From an optimization exercise on the open Yosys and OpenROAD flow, aimed at small area, a short achievable clock period and few clock cycles per item; shortcuts taken in it are not production practice.
Function was checked by simulation only, so behaviour that the tests miss may differ from the original.

==> inputs of branch cedar <==
// Divider_Modulo
module Divider_Modulo (clk, reset, mode, valid_in, divisor, dividend, result, valid_out);
input wire clk, reset, mode, valid_in;
input wire [31:0] dividend;
input wire [15:0] divisor;
output reg valid_out;
output wire [31:0] result;
reg [14:0] rA, rB;    
reg [16:0] shA, shB;  
reg [14:0] dA, dB;    
reg mA, mB, vA;       
wire [14:0] r0, r1;
wire [16:0] sh0, sh1;
wire [16:0] res;
div_stage0 u_stage0 (.dividend(dividend), .d(divisor[14:0]), .r_out(r0), .sh_out(sh0));
div_stage1 u_stage1 (.r_in(rA), .sh_in(shA), .d(dA), .r_out(r1), .sh_out(sh1));
div_stage2 u_stage2 (.r_in(rB), .sh_in(shB), .d(dB), .mode(mB), .result(res));
always @(posedge clk) begin
	rA <= r0; shA <= sh0; dA <= divisor[14:0]; mA <= mode;
	rB <= r1; shB <= sh1; dB <= dA; mB <= mA;
end
always @(posedge clk or posedge reset) begin
	if (reset) begin
		vA <= 1'b0;
		valid_out <= 1'b0;
	end else begin
		vA <= valid_in;
		valid_out <= vA;
	end
end
assign result = {15'b0, res};
endmodule
==> flow/config.mk <==
export PLATFORM = sky130hd
export DESIGN_NAME = Divider_Modulo
export DESIGN_NICKNAME = Divider_Modulo
export VERILOG_FILES = /design/flow/design.v
export SDC_FILE = /design/flow/constraint.sdc
export NUM_CORES = 4
export LEC_CHECK = 0
export ABC_AREA = 1
export CAP_MARGIN = 20
export CORE_MARGIN = 2
export CORE_UTILIZATION = 50
export PLACE_DENSITY = 0.65
export SLEW_MARGIN = 20
export SYNTH_HIERARCHICAL = 1
==> flow/constraint.sdc <==
create_clock -name core_clock -period 25.0 [get_ports {clk}]
set_input_delay 5.0000 -clock core_clock [delete_from_list [all_inputs] [get_ports {clk}]]
set_output_delay 5.0000 -clock core_clock [all_outputs]
set_load 0.01 [all_outputs]
standard.sh (not shown) runs the stock make flow with config.mk's settings and CLKGATE_MAP_FILE= SYNTH_SCRIPT=/design/flow/synth_recipe.tcl, a recipe that flattens the netlist after the stock synthesis.
==> flow/flow/run.sh <==
#!/bin/bash
# Own layout flow: the standard synthesis unchanged, then the standard
# layout with these changes:
#  - ports are buffered with buf_4 cells instead of the slow delay buffers the
#    default port buffering picks;
#  - repair may resize a cell to any cell of the same function;
set -euo pipefail
bash standard.sh synth > synth.log 2>&1
bash standard.sh "BUFFER_PORTS_ARGS=-buffer_cell sky130_fd_sc_hd__buf_4" \
  SETUP_SLACK_MARGIN=14 TNS_END_PERCENT=0 SKIP_INCREMENTAL_REPAIR=1 finish > layout.log 2>&1
==> branch amber (differences from branch cedar) <==
==> flow/flow/run.sh (replaced) <==
#!/bin/bash
set -euo pipefail
bash standard.sh synth > synth.log 2>&1
bash standard.sh SETUP_SLACK_MARGIN=13.5 TNS_END_PERCENT=0 SKIP_INCREMENTAL_REPAIR=1 finish > layout.log 2>&1
- CORE_UTILIZATION: 50 -> 40
- PLACE_DENSITY: 0.65 -> default
==> branch ember (differences from branch cedar) <==
--- a/flow/flow/run.sh
+++ b/flow/flow/run.sh
@@ -8,3 +8,3 @@
 bash standard.sh synth > synth.log 2>&1
 bash standard.sh "BUFFER_PORTS_ARGS=-buffer_cell sky130_fd_sc_hd__buf_4" \
-  SETUP_SLACK_MARGIN=14 TNS_END_PERCENT=0 SKIP_INCREMENTAL_REPAIR=1 finish > layout.log 2>&1
+  SETUP_SLACK_MARGIN=14.5 TNS_END_PERCENT=0 SKIP_INCREMENTAL_REPAIR=1 finish > layout.log 2>&1
- CORE_UTILIZATION: 50 -> 40
- PLACE_DENSITY: 0.65 -> default
==> results by group <==
Die
  – Die Wd: around 220 um

STA
  – Worst slew pin tran: 835.7 ps

Final layout
  – Footprint of the multi-input gates: ~13000 um2
  – Final clock-cell share: 1.602%

Outcome
  – Status: timing/DRC/antenna clean

Worst setup path
  – R2r endpoint: rB[10]
  – WP buf/inv: 4
(the above is from branch amber)
==> results by group <==
Final layout
  – Footprint of the multi-input gates: 13630 um2

Worst setup path
  – WP buf/inv: 4
  – R2r endpoint: rB[10]

Die
  – Die Wd: 196.0 um

STA
  – Worst slew pin tran: slightly below 600 ps

Synth
  – Mux contribution to synthesized area: 0%

Outcome
  – Status: timing/DRC/antenna clean
(the above is from branch cedar)
==> results by group <==
Worst setup path
  – R2r endpoint: rB[1]
  – WP buf/inv: 5

Final layout
  – Footprint of the multi-input gates: about 14000 um2
  – Share of cells above drive strength 1: between 10% and 20%
  – Final clock-cell share: 1.597%

STA
  – Worst slew pin tran: between 500 and 600 ps

Outcome
  – Status: timing/DRC/antenna clean
(the above is from branch ember)
Testbench counts of branch cedar, summed over its fixed seeds: cycles 8,000, items 4,000.
Testbench counts of branch amber, summed over its fixed seeds: cycles 8,000, items 4,000.
Testbench counts of branch ember, summed over its fixed seeds: cycles 8,000, items 4,000.

==> garnet <==
Starting RTL as in the previous note.
==> flow/config.mk <==
export PLATFORM = sky130hd
export DESIGN_NAME = Divider_Modulo
export DESIGN_NICKNAME = Divider_Modulo
export VERILOG_FILES = /design/flow/design.v
export SDC_FILE = /design/flow/constraint.sdc
export NUM_CORES = 4
export LEC_CHECK = 0
export ABC_AREA = 1
export CAP_MARGIN = 20
export CORE_MARGIN = 2
export CORE_UTILIZATION = 40
export CTS_BUF_LIST = sky130_fd_sc_hd__clkbuf_4 sky130_fd_sc_hd__clkbuf_8
export SLEW_MARGIN = 20
export SYNTH_HIERARCHICAL = 1
==> flow/constraint.sdc <==
create_clock -name core_clock -period 25.0 [get_ports {clk}]
set_input_delay 5.0000 -clock core_clock [delete_from_list [all_inputs] [get_ports {clk}]]
set_output_delay 5.0000 -clock core_clock [all_outputs]
set_load 0.01 [all_outputs]
==> flow/flow/run.sh <==
#!/bin/bash
# Own layout flow: the standard synthesis unchanged, then the standard
# layout with these changes:
#  - ports are buffered with buf_4 cells instead of the slow delay buffers the
#    default port buffering picks;
#  - repair may resize a cell to any cell of the same function;
set -euo pipefail
bash standard.sh synth > synth.log 2>&1
bash standard.sh "BUFFER_PORTS_ARGS=-buffer_cell sky130_fd_sc_hd__buf_4" \
  SETUP_SLACK_MARGIN=14 TNS_END_PERCENT=0 SKIP_INCREMENTAL_REPAIR=1 finish > layout.log 2>&1
==> willow: changes against garnet <==
Settings changed: CORE_UTILIZATION 40 to 60, CTS_BUF_LIST sky130_fd_sc_hd__clkbuf_4 sky130_fd_sc_hd__clkbuf_8 to unset, PLACE_DENSITY set to 0.75.
==> sierra: changes against garnet <==
==> flow/flow/run.sh (replaced) <==
#!/bin/bash
# Own layout flow: the standard synthesis unchanged, then the standard
# layout with these changes:
#  - ports are buffered with buf_2 cells instead of the slow delay buffers the
#    default port buffering picks;
#  - timing repair works to a setup slack margin of 14.3 ns (worst endpoint
#    only), so that after clock tree synthesis it speeds up the critical paths
#    although every path already meets the 25 ns clock;
set -euo pipefail
bash standard.sh synth > synth.log 2>&1
bash standard.sh "BUFFER_PORTS_ARGS=-buffer_cell sky130_fd_sc_hd__buf_2" \
  SETUP_SLACK_MARGIN=14.3 TNS_END_PERCENT=0 SKIP_INCREMENTAL_REPAIR=1 finish > layout.log 2>&1
Settings changed: CTS_BUF_LIST sky130_fd_sc_hd__clkbuf_4 sky130_fd_sc_hd__clkbuf_8 to unset.
==> notes <==
- Against willow, the maximum frequency of garnet is higher by about 2.6%.
- Against sierra, the clock-buffer cell count of willow is lower by 1.
- Worst setup slack: sierra > garnet > willow.
- Against sierra, the non-clock buffer count of garnet is lower by 8.
- The highest first-iteration DRC count belongs to willow, the lowest to garnet.
Testbench counts of garnet, summed over its fixed seeds: cycles 8,000, items 4,000.
Testbench counts of willow, summed over its fixed seeds: cycles 8,000, items 4,000.
Testbench counts of sierra, summed over its fixed seeds: cycles 8,000, items 4,000.

static timing again, ports no longer ideal:
Ports are ideal in the flow. The routed layouts listed here were re-timed in OpenROAD.
Step 1: set_driving_cell puts a clkbuf_16 on clk and a buf_2 on each other input, an assumption about the parent block.
Step 2 adds t to the input delays and takes it off the output delays; t is the mean of the earliest and latest rising clock arrival at the registers after step 1. Input paths then give back, and output paths get back, about the clock's delay inside the block.
Three values: ideal, step 1, step 2; two values: the first two.
| run | t (ns) | setup WS [ns] | worst hold slack (ns) |
|---|---|---|---|
| branch cedar | 0.404 | 13.892 / 13.846 / 13.629 | 0.330 / 0.330 / 0.330 |
| branch amber | 0.438 | 13.569 / 13.550 / 13.162 | 0.330 / 0.330 / 0.330 |
| branch ember | 0.436 | 14.464 / 14.437 / 14.046 | 0.329 / 0.329 / 0.329 |
| garnet | 0.483 | 14.024 / 14.025 / 13.563 | 0.337 / 0.337 / 0.337 |
| willow | 0.407 | 13.735 / 13.687 / 13.532 | 0.329 / 0.329 / 0.329 |
| sierra | 0.442 | 14.293 / 14.260 / 13.858 | 0.328 / 0.328 / 0.328 |
After both steps every run listed still meets setup and hold. The setup slack of garnet, which loses most, moves by +0.001 ns with the drivers and by -0.461 ns with both steps.
